Background: an optimization exercise with open tools, aiming at small area. Do not read the settings as production practice.
The RTL was checked by simulation tests, not by an equivalence proof against the original design.
No activity file was given, so power comes from the tool's default toggle rates.

==> inputs of 03-05 <==
==> flow/design.v <==
module spimaster (
    input  wire        clk,
    input  wire        rst_n,
    input  wire        start,
    input  wire        load,
    input  wire [11:0] data_in,
    input  wire [3:0]  clk_div,
    output wire        busy,
    output wire        spi_cs_n,
    output reg         spi_sclk,
    output reg         spi_mosi
);
    localparam [4:0] P_IDLE = 5'd0;
    localparam [4:0] P_T0 = 5'd1;
    localparam [4:0] P_T1A = 5'd2;
    localparam [4:0] P_T1B = 5'd3;
    localparam [4:0] P_T2 = 5'd4;
    localparam [4:0] P_T3 = 5'd5;
    localparam [4:0] P_T4 = 5'd6;
    localparam [4:0] P_T5 = 5'd7;
    localparam [4:0] P_T6 = 5'd8;
    localparam [4:0] P_T7 = 5'd9;
    localparam [4:0] P_T8 = 5'd10;
    localparam [4:0] P_T9 = 5'd11;
    localparam [4:0] P_T10 = 5'd12;
    localparam [4:0] P_T11 = 5'd13;
    localparam [4:0] P_T12 = 5'd14;
    localparam [4:0] P_T13 = 5'd15;
    localparam [4:0] P_T14 = 5'd16;
    localparam [4:0] P_T15 = 5'd17;
    localparam [4:0] P_T16 = 5'd18;
    localparam [4:0] P_FIN = 5'd19;
    reg  [4:0]  P;
    reg  [3:0]  cnt;
    reg  [11:0] sr;
    wire zc   = (cnt == 4'd0);
    wire fall = zc & spi_sclk;
    always @(posedge clk or negedge rst_n) begin
        if (!rst_n) begin
            P <= P_IDLE;
        end else begin
            case (P)
            P_IDLE: if (start) P <= P_T0;
            P_T0:   P <= P_T1A;
            P_T1A:  P <= P_T1B;
            P_T1B: if (fall) P <= P_T2;
            P_T2: if (fall) P <= P_T3;
            P_T3: if (fall) P <= P_T4;
            P_T4: if (fall) P <= P_T5;
            P_T5: if (fall) P <= P_T6;
            P_T6: if (fall) P <= P_T7;
            P_T7: if (fall) P <= P_T8;
            P_T8: if (fall) P <= P_T9;
            P_T9: if (fall) P <= P_T10;
            P_T10: if (fall) P <= P_T11;
            P_T11: if (fall) P <= P_T12;
            P_T12: if (fall) P <= P_T13;
            P_T13: if (fall) P <= P_T14;
            P_T14: if (fall) P <= P_T15;
            P_T15: if (fall) P <= P_T16;
            P_T16: if (fall) P <= P_FIN;
            default: P <= P_IDLE;
            endcase
        end
    end
    assign busy     = (P != P_IDLE);
    assign spi_cs_n = ~busy;
    always @(posedge clk)
        cnt <= ((P == P_T0) || (cnt >= clk_div)) ? 4'd0 : cnt + 4'd1;
    always @(posedge clk or negedge rst_n) begin
        if (!rst_n) begin
            spi_sclk <= 1'b0;
            spi_mosi <= 1'b0;
        end else begin
            spi_sclk <= ((P == P_T1B) | (P == P_T2) | (P == P_T3) | (P == P_T4) | (P == P_T5) | (P == P_T6) | (P == P_T7) | (P == P_T8) | (P == P_T9) | (P == P_T10) | (P == P_T11) | (P == P_T12) | (P == P_T13) | (P == P_T14) | (P == P_T15) | (P == P_T16)) & (spi_sclk ^ zc);
            if (((P == P_IDLE) | (P == P_T0) | (P == P_FIN)))
                spi_mosi <= 1'b0;
            else if (fall && ((P == P_T2) | (P == P_T3) | (P == P_T4) | (P == P_T5) | (P == P_T6) | (P == P_T7) | (P == P_T8) | (P == P_T9) | (P == P_T10) | (P == P_T11) | (P == P_T12) | (P == P_T13) | (P == P_T14) | (P == P_T15)))
                spi_mosi <= ((P == P_T2) | (P == P_T3)) | sr[11];
        end
    end
    always @(posedge clk) begin
        if (load && ((P == P_IDLE) | (P == P_T16) | (P == P_FIN)))
            sr <= data_in;
        else if (fall && ((P == P_T4) | (P == P_T5) | (P == P_T6) | (P == P_T7) | (P == P_T8) | (P == P_T9) | (P == P_T10) | (P == P_T11) | (P == P_T12) | (P == P_T13) | (P == P_T14) | (P == P_T15)))
            sr <= {sr[10:0], 1'b0};
    end
endmodule
module spimaster_top (
    input  wire       clk,
    input  wire       rst_btn,
    input  wire [1:0] mode_sw,
    input  wire       start_btn,
    input  wire [3:0] clk_div_sw,
    input  wire [7:0] data_sw,
    output wire       led_busy,
    output wire [1:0] led_mode,
    output wire       spi_cs_n,
    output wire       spi_sclk,
    output wire       spi_mosi
);
    reg rst_btn_sync;
    always @(posedge clk) rst_btn_sync <= rst_btn;
    wire rst_n = rst_btn_sync;
    localparam [20-1:0] DINV = 20'd699050;
    localparam [20-1:0] DEND = 20'd801525;
    reg  [20-1:0] deb_q;
    reg             start_btn_sync;
    reg             start_pulse;
    wire [20-1:0] deb_s   = deb_q ^ DINV;
    wire            differ  = start_btn ^ start_btn_sync;
    wire            deb_end = (deb_s == DEND);
    wire            accept  = differ & deb_end;
    wire            deb_clr = ~rst_n | ~differ | deb_end;
    wire [20-1:0] deb_nx  = {deb_s[20-2:0], ~(deb_s[19] ^ deb_s[16])};
    always @(posedge clk) begin
        deb_q          <= deb_clr ? DINV : (deb_nx ^ DINV);
        start_btn_sync <= rst_n & (start_btn_sync ^ accept);
        start_pulse    <= rst_n & accept & start_btn;
    end
    localparam [23-1:0] AINV = 23'd2796202;
    reg  [23-1:0] auto_q;
    wire [23-1:0] auto_s  = auto_q ^ AINV;
    wire            auto_lo = (auto_s[23-2:0] == {(23-1){1'b0}});
    wire            auto_z  = auto_lo & ~auto_s[23-1];
    wire            auto_clr = ~rst_n | (mode_sw == 2'b00);
    wire [23-1:0] auto_nx = {auto_s[23-2:0], auto_s[22] ^ auto_s[17] ^ auto_lo};
    always @(posedge clk)
        auto_q <= auto_clr ? AINV : (auto_nx ^ AINV);
    wire spi_busy;
    wire auto_go = auto_z & ~spi_busy;
    reg [5:0] ramp;
    reg [5:0] sidx;
    always @(posedge clk or negedge rst_n) begin
        if (!rst_n) begin
            ramp <= 6'd0;
            sidx <= 6'd0;
        end else begin
            if (mode_sw == 2'b10 && auto_go) ramp <= ramp + 6'd1;
            if (mode_sw == 2'b11 && auto_go) sidx <= sidx + 6'd1;
        end
    end
    reg [11:0] sine;
    always @(*) begin
        case (sidx)
            6'd0:  sine = 12'd2048;
            6'd1:  sine = 12'd2448;
            6'd2:  sine = 12'd2831;
            6'd3:  sine = 12'd3185;
            6'd4:  sine = 12'd3495;
            6'd5:  sine = 12'd3750;
            6'd6:  sine = 12'd3939;
            6'd7:  sine = 12'd4056;
            6'd8:  sine = 12'd4095;
            6'd9:  sine = 12'd4056;
            6'd10: sine = 12'd3939;
            6'd11: sine = 12'd3750;
            6'd12: sine = 12'd3495;
            6'd13: sine = 12'd3185;
            6'd14: sine = 12'd2831;
            6'd15: sine = 12'd2448;
            6'd16: sine = 12'd2048;
            6'd17: sine = 12'd1648;
            6'd18: sine = 12'd1265;
            6'd19: sine = 12'd911;
            6'd20: sine = 12'd601;
            6'd21: sine = 12'd346;
            6'd22: sine = 12'd157;
            6'd23: sine = 12'd40;
            6'd24: sine = 12'd0;
            6'd25: sine = 12'd40;
            6'd26: sine = 12'd157;
            6'd27: sine = 12'd346;
            6'd28: sine = 12'd601;
            6'd29: sine = 12'd911;
            6'd30: sine = 12'd1265;
            6'd31: sine = 12'd1648;
            default: sine = 12'd2048;
        endcase
    end
    reg [11:0] pattern;
    always @(*) begin
        case (mode_sw)
            2'b00:   pattern = {4'h0, data_sw};
            2'b01:   pattern = 12'h000;
            2'b10:   pattern = {ramp, 6'd0};
            default: pattern = sine;
        endcase
    end
    reg [1:0] ctrl;
    wire trig = (ctrl == 2'b00) &
                ((mode_sw == 2'b00) ? start_pulse : auto_go);
    always @(posedge clk or negedge rst_n) begin
        if (!rst_n)
            ctrl <= 2'b00;
        else case (ctrl)
            2'b00:   if (trig) ctrl <= 2'b01;
            2'b01:   ctrl <= 2'b11;
            default: ctrl <= spi_busy ? 2'b10 : 2'b00;
        endcase
    end
    spimaster spi_inst (
        .clk(clk),
        .rst_n(rst_n),
        .start(ctrl == 2'b11),
        .load(trig),
        .data_in(pattern),
        .clk_div(clk_div_sw),
        .busy(spi_busy),
        .spi_cs_n(spi_cs_n),
        .spi_sclk(spi_sclk),
        .spi_mosi(spi_mosi)
    );
    assign led_busy = spi_busy;
    assign led_mode = mode_sw;
endmodule
==> flow/flow/run.sh <==
#!/bin/bash
# Own layout flow: the standard layout (standard.sh) with these changes:
#  - clock tree: large sink clusters and no dummy loads (flow/cts_args.txt).
# Each tool's output is in orfs/logs/; make's own output in standard_make.log.
set -euo pipefail
W=$(pwd)
export MY_ABC_SCRIPT="$W/flow/area.abc"
export CTS_ARGS="$(cat "$W/flow/cts_args.txt")"
if [[ -f "$W/flow/port_args.txt" ]]; then
  export BUFFER_PORTS_ARGS="$(cat "$W/flow/port_args.txt")"
fi
bash standard.sh SYNTH_SCRIPT="$W/flow/area_synth.tcl" finish > "$W/standard_make.log" 2>&1
==> flow/flow/area.abc <==
strash
&get -n
&deepsyn -I 4 -J 50
&put
dch -f
amap
topo
==> flow/flow/area_synth.tcl <==
# synth_recipe.tcl, with ABC run on flow/area.abc (no delay target) instead of
# the script and -D ORFS's synth.tcl passes it.
proc abc {args} {
  set new {}
  set skip 0
  foreach a $args {
    if {$skip} { set skip 0; continue }
    if {$a eq "-script" || $a eq "-D"} { set skip 1; continue }
    lappend new $a
  }
  yosys abc -script $::env(MY_ABC_SCRIPT) {*}$new
}
source [file join [file dirname [file normalize [info script]]] .. synth_recipe.tcl]
==> flow/flow/cts_args.txt <==
-sink_clustering_enable -repair_clock_nets -dont_use_dummy_load -sink_clustering_size 100 -sink_clustering_max_diameter 500 -buf_list {sky130_fd_sc_hd__clkbuf_8 sky130_fd_sc_hd__clkbuf_16}
==> flow/flow/port_args.txt <==
-buffer_cell sky130_fd_sc_hd__buf_1
==> flow/standard.sh <==
#!/bin/bash
# synth_recipe.tcl (not shown) runs the flow's synth.tcl, then flattens the netlist and writes it again
# the make line also repeats each setting of config.mk as NAME=value (left out here)
make -C /OpenROAD-flow-scripts/flow DESIGN_CONFIG=/design/flow/config.mk WORK_HOME=/design/flow/orfs CLKGATE_MAP_FILE= SYNTH_SCRIPT=/design/flow/synth_recipe.tcl "${@:-finish}"
==> flow/config.mk <==
export PLATFORM = sky130hd
export DESIGN_NAME = spimaster_top
export DESIGN_NICKNAME = spimaster_top
export VERILOG_FILES = /design/flow/design.v
export SDC_FILE = /design/flow/constraint.sdc
export NUM_CORES = 4
export LEC_CHECK = 0
export CAP_MARGIN = 20
export CORE_MARGIN = 2
export CORE_UTILIZATION = 40
export SLEW_MARGIN = 20
==> flow/constraint.sdc <==
create_clock -name core_clock -period 10.0 [get_ports {clk}]
set_input_delay 2.0000 -clock core_clock [delete_from_list [all_inputs] [get_ports {clk}]]
set_output_delay 2.0000 -clock core_clock [all_outputs]
set_load 0.01 [all_outputs]
==> 02-10: changes against 03-05 <==
==> flow/run.sh (new file) <==
#!/bin/bash
# synth_recipe.tcl (not shown) runs the flow's synth.tcl, then flattens the netlist and writes it again
# the make line also repeats each setting of config.mk as NAME=value (left out here)
make -C /OpenROAD-flow-scripts/flow DESIGN_CONFIG=/design/flow/config.mk WORK_HOME=/design/flow/orfs CLKGATE_MAP_FILE= SYNTH_SCRIPT=/design/flow/synth_recipe.tcl finish
removed: flow/flow/run.sh
removed: flow/flow/area.abc
removed: flow/flow/area_synth.tcl
removed: flow/flow/cts_args.txt
removed: flow/flow/port_args.txt
removed: flow/standard.sh
==> 03-24: changes against 03-05 <==
--- a/flow/design.v
+++ b/flow/design.v
@@ -141,42 +141,186 @@
         end
     end
-    reg [11:0] sine;
-    always @(*) begin
-        case (sidx)
-            6'd0:  sine = 12'd2048;
-            6'd1:  sine = 12'd2448;
-            6'd2:  sine = 12'd2831;
-            6'd3:  sine = 12'd3185;
-            6'd4:  sine = 12'd3495;
-            6'd5:  sine = 12'd3750;
-            6'd6:  sine = 12'd3939;
-            6'd7:  sine = 12'd4056;
-            6'd8:  sine = 12'd4095;
-            6'd9:  sine = 12'd4056;
-            6'd10: sine = 12'd3939;
-            6'd11: sine = 12'd3750;
-            6'd12: sine = 12'd3495;
-            6'd13: sine = 12'd3185;
-            6'd14: sine = 12'd2831;
-            6'd15: sine = 12'd2448;
-            6'd16: sine = 12'd2048;
-            6'd17: sine = 12'd1648;
-            6'd18: sine = 12'd1265;
-            6'd19: sine = 12'd911;
-            6'd20: sine = 12'd601;
-            6'd21: sine = 12'd346;
-            6'd22: sine = 12'd157;
-            6'd23: sine = 12'd40;
-            6'd24: sine = 12'd0;
-            6'd25: sine = 12'd40;
-            6'd26: sine = 12'd157;
-            6'd27: sine = 12'd346;
-            6'd28: sine = 12'd601;
-            6'd29: sine = 12'd911;
-            6'd30: sine = 12'd1265;
-            6'd31: sine = 12'd1648;
-            default: sine = 12'd2048;
-        endcase
-    end
+    wire [11:0] sine;
+    assign sine[0] = (sidx == 6'd2)
+        | (sidx == 6'd3)
+        | (sidx == 6'd4)
+        | (sidx == 6'd6)
+        | (sidx == 6'd8)
+        | (sidx == 6'd10)
+        | (sidx == 6'd12)
+        | (sidx == 6'd13)
+        | (sidx == 6'd14)
+        | (sidx == 6'd18)
+        | (sidx == 6'd19)
+        | (sidx == 6'd20)
+        | (sidx == 6'd22)
+        | (sidx == 6'd26)
+        | (sidx == 6'd28)
+        | (sidx == 6'd29)
+        | (sidx == 6'd30);
+    assign sine[1] = (sidx == 6'd2)
+        | (sidx == 6'd4)
+        | (sidx == 6'd5)
+        | (sidx == 6'd6)
+        | (sidx == 6'd8)
+        | (sidx == 6'd10)
+        | (sidx == 6'd11)
+        | (sidx == 6'd12)
+        | (sidx == 6'd14)
+        | (sidx == 6'd19)
+        | (sidx == 6'd21)
+        | (sidx == 6'd27)
+        | (sidx == 6'd29);
+    assign sine[2] = (sidx == 6'd2)
+        | (sidx == 6'd4)
+        | (sidx == 6'd5)
+        | (sidx == 6'd8)
+        | (sidx == 6'd11)
+        | (sidx == 6'd12)
+        | (sidx == 6'd14)
+        | (sidx == 6'd19)
+        | (sidx == 6'd22)
+        | (sidx == 6'd26)
+        | (sidx == 6'd29);
+    assign sine[3] = (sidx == 6'd2)
+        | (sidx == 6'd7)
+        | (sidx == 6'd8)
+        | (sidx == 6'd9)
+        | (sidx == 6'd14)
+        | (sidx == 6'd19)
+        | (sidx == 6'd20)
+        | (sidx == 6'd21)
+        | (sidx == 6'd22)
+        | (sidx == 6'd23)
+        | (sidx == 6'd25)
+        | (sidx == 6'd26)
+        | (sidx == 6'd27)
+        | (sidx == 6'd28)
+        | (sidx == 6'd29);
+    assign sine[4] = (sidx == 6'd1)
+        | (sidx == 6'd3)
+        | (sidx == 6'd7)
+        | (sidx == 6'd8)
+        | (sidx == 6'd9)
+        | (sidx == 6'd13)
+        | (sidx == 6'd15)
+        | (sidx == 6'd17)
+        | (sidx == 6'd18)
+        | (sidx == 6'd20)
+        | (sidx == 6'd21)
+        | (sidx == 6'd22)
+        | (sidx == 6'd26)
+        | (sidx == 6'd27)
+        | (sidx == 6'd28)
+        | (sidx == 6'd30)
+        | (sidx == 6'd31);
+    assign sine[5] = (sidx == 6'd3)
+        | (sidx == 6'd4)
+        | (sidx == 6'd5)
+        | (sidx == 6'd6)
+        | (sidx == 6'd8)
+        | (sidx == 6'd10)
+        | (sidx == 6'd11)
+        | (sidx == 6'd12)
+        | (sidx == 6'd13)
+        | (sidx == 6'd17)
+        | (sidx == 6'd18)
+        | (sidx == 6'd23)
+        | (sidx == 6'd25)
+        | (sidx == 6'd30)
+        | (sidx == 6'd31);
+    assign sine[6] = (sidx == 6'd3)
+        | (sidx == 6'd6)
+        | (sidx == 6'd7)
+        | (sidx == 6'd8)
+        | (sidx == 6'd9)
+        | (sidx == 6'd10)
+        | (sidx == 6'd13)
+        | (sidx == 6'd17)
+        | (sidx == 6'd18)
+        | (sidx == 6'd20)
+        | (sidx == 6'd21)
+        | (sidx == 6'd27)
+        | (sidx == 6'd28)
+        | (sidx == 6'd30)
+        | (sidx == 6'd31);
+    assign sine[7] = (sidx == 6'd1)
+        | (sidx == 6'd4)
+        | (sidx == 6'd5)
+        | (sidx == 6'd7)
+        | (sidx == 6'd8)
+        | (sidx == 6'd9)
+        | (sidx == 6'd11)
+        | (sidx == 6'd12)
+        | (sidx == 6'd15)
+        | (sidx == 6'd18)
+        | (sidx == 6'd19)
+        | (sidx == 6'd22)
+        | (sidx == 6'd26)
+        | (sidx == 6'd29)
+        | (sidx == 6'd30);
+    assign sine[8] = (sidx == 6'd1)
+        | (sidx == 6'd2)
+        | (sidx == 6'd4)
+        | (sidx == 6'd6)
+        | (sidx == 6'd7)
+        | (sidx == 6'd8)
+        | (sidx == 6'd9)
+        | (sidx == 6'd10)
+        | (sidx == 6'd12)
+        | (sidx == 6'd14)
+        | (sidx == 6'd15)
+        | (sidx == 6'd19)
+        | (sidx == 6'd21)
+        | (sidx == 6'd27)
+        | (sidx == 6'd29);
+    assign sine[9] = (sidx == 6'd2)
+        | (sidx == 6'd5)
+        | (sidx == 6'd6)
+        | (sidx == 6'd7)
+        | (sidx == 6'd8)
+        | (sidx == 6'd9)
+        | (sidx == 6'd10)
+        | (sidx == 6'd11)
+        | (sidx == 6'd14)
+        | (sidx == 6'd17)
+        | (sidx == 6'd19)
+        | (sidx == 6'd20)
+        | (sidx == 6'd28)
+        | (sidx == 6'd29)
+        | (sidx == 6'd31);
+    assign sine[10] = (sidx == 6'd3)
+        | (sidx == 6'd4)
+        | (sidx == 6'd5)
+        | (sidx == 6'd6)
+        | (sidx == 6'd7)
+        | (sidx == 6'd8)
+        | (sidx == 6'd9)
+        | (sidx == 6'd10)
+        | (sidx == 6'd11)
+        | (sidx == 6'd12)
+        | (sidx == 6'd13)
+        | (sidx == 6'd17)
+        | (sidx == 6'd18)
+        | (sidx == 6'd30)
+        | (sidx == 6'd31);
+    assign sine[11] = sidx[5]
+        | (sidx == 6'd0)
+        | (sidx == 6'd1)
+        | (sidx == 6'd2)
+        | (sidx == 6'd3)
+        | (sidx == 6'd4)
+        | (sidx == 6'd5)
+        | (sidx == 6'd6)
+        | (sidx == 6'd7)
+        | (sidx == 6'd8)
+        | (sidx == 6'd9)
+        | (sidx == 6'd10)
+        | (sidx == 6'd11)
+        | (sidx == 6'd12)
+        | (sidx == 6'd13)
+        | (sidx == 6'd14)
+        | (sidx == 6'd15)
+        | (sidx == 6'd16);
     reg [11:0] pattern;
     always @(*) begin
==> flow/flow/run.sh (replaced) <==
#!/bin/bash
# Own layout flow: the standard layout (standard.sh) with these changes:
#  - synthesis: no adder cells (ADDER_MAP_FILE empty), so ABC also maps the
#    adders and comparators;
#  - clock tree: no dummy loads (flow/cts_args.txt);
#  - port buffers: sky130_fd_sc_hd__buf_1 (flow/port_args.txt).
# Each tool's output is in orfs/logs/; make's own output in standard_make.log.
set -euo pipefail
W=$(pwd)
export MY_ABC_SCRIPT="$W/flow/area.abc"
export CTS_ARGS="$(cat "$W/flow/cts_args.txt")"
if [[ -f "$W/flow/port_args.txt" ]]; then
  export BUFFER_PORTS_ARGS="$(cat "$W/flow/port_args.txt")"
fi
bash standard.sh SYNTH_SCRIPT="$W/flow/area_synth.tcl" ADDER_MAP_FILE= finish > "$W/standard_make.log" 2>&1
==> flow/flow/area.abc (replaced) <==
strash
&get -n
&deepsyn -I 20 -J 100
&put
dch -f
amap
topo
==> qor summary <==
Post-synthesis share of cell area spent on xor and xnor gates: 03-05 0%; 03-24 0%; 02-10 3.73%
Endpoint class of the critical path: 03-05 output pin; 03-24 register; 02-10 output pin
Post-synth design cell area: 03-05 3630 um2; 03-24 3170 um2; 02-10 4000 um2
Final routed wirelength across all metal layers: 03-05 7600 um; 03-24 6300 um; 02-10 8030 um
Buffer count excluding the clock tree in the final layout: 03-05 23; 03-24 23; 02-10 24
Library cells used by synthesis: 03-05 41; 03-24 34; 02-10 54
Global-route track usage on met2: 03-05 26.5%; 03-24 26.6%; 02-10 24.1%
Reported net switching power: 03-05 0.000330 W; 03-24 0.000253 W; 02-10 0.000277 W
Reg2reg end: 03-05 spi_inst.sr[4]$_DFFE_PP_; 03-24 spi_inst.sr[7]$_DFFE_PP_; 02-10 spi_inst.sr[0]$_SDFFCE_PN0P_
Critical register-to-register path startpoint: 03-05 spi_inst.P[3]$_DFFE_PN0P_; 03-24 auto_q[10]$_SDFF_PP0_; 02-10 spi_inst.P[3]$_DFFE_PN0P_
Cell mode on critical path: 03-05 buf_1; 03-24 nor2_1; 02-10 clkdlybuf4s50_1
Total iterations of the first detailed-routing run: 03-05 4; 03-24 5; 02-10 4
Outcome: 03-05 complete, no violations; 03-24 complete, no violations; 02-10 complete, no violations
Area share of the largest cell type after synthesis: 03-05 27.6%; 03-24 31.6%; 02-10 25.0%
Area after DPL: 03-05 3840 um2; 03-24 3370 um2; 02-10 4290 um2
CP arrival: 03-05 2360 ps; 03-24 4840 ps; 02-10 3260 ps
Total met2 wirelength after detailed routing: 03-05 3590 um; 03-24 2970 um; 02-10 3700 um
Required arrival time at the worst endpoint: 03-05 8000 ps; 03-24 10090 ps; 02-10 8000 ps
Slew margin rel.: 03-05 54.7%; 03-24 44.7%; 02-10 38.4%
Cell with the most instances after synthesis: 03-05 nor2_1; 03-24 nor2_1; 02-10 nand2_1
Largest fanout on the critical path: 03-05 6; 03-24 13; 02-10 10
Placed instance count: 03-05 538; 03-24 474; 02-10 556
Clock slew at the register clock pins of the worst setup and hold paths: 03-05 70 ps; 03-24 80 ps; 02-10 80 ps

## separate check: timing with driven ports
Ports are ideal in the flow. The routed layouts listed here were re-timed in OpenROAD. Step 1, drivers: a clkbuf_16 drives clk and a buf_2 each remaining input, both assumed. Step 2, shift: input delay + t, output delay - t, t = (earliest + latest rising clock arrival at the registers) / 2. This alone moves slack from input paths to output paths. Slacks: ideal / step 1 / step 2; pairs: ideal / step 1.
| run | t (ns) | setup slack, ns | worst setup path after step 2 | clock arrival spread, ns | worst data-port slew with drivers (ns) |
|---|---|---|---|---|---|
| 03-05 | 0.366 | 5.637 / 5.615 / 5.615 | input to output | 0.027 / 0.026 | 0.03 |
| 02-10 | 0.374 | 4.736 / 4.707 / 4.707 | input to output | 0.005 / 0.005 | 0.06 |
| 03-24 | 0.357 | 5.253 / 5.260 / 4.902 | input to register | 0.023 / 0.023 | 0.04 |
After both steps setup and hold are still met in every run listed. For 03-24, which loses most, drivers alone change the setup slack by +0.007 ns; drivers and shift together by -0.351 ns.
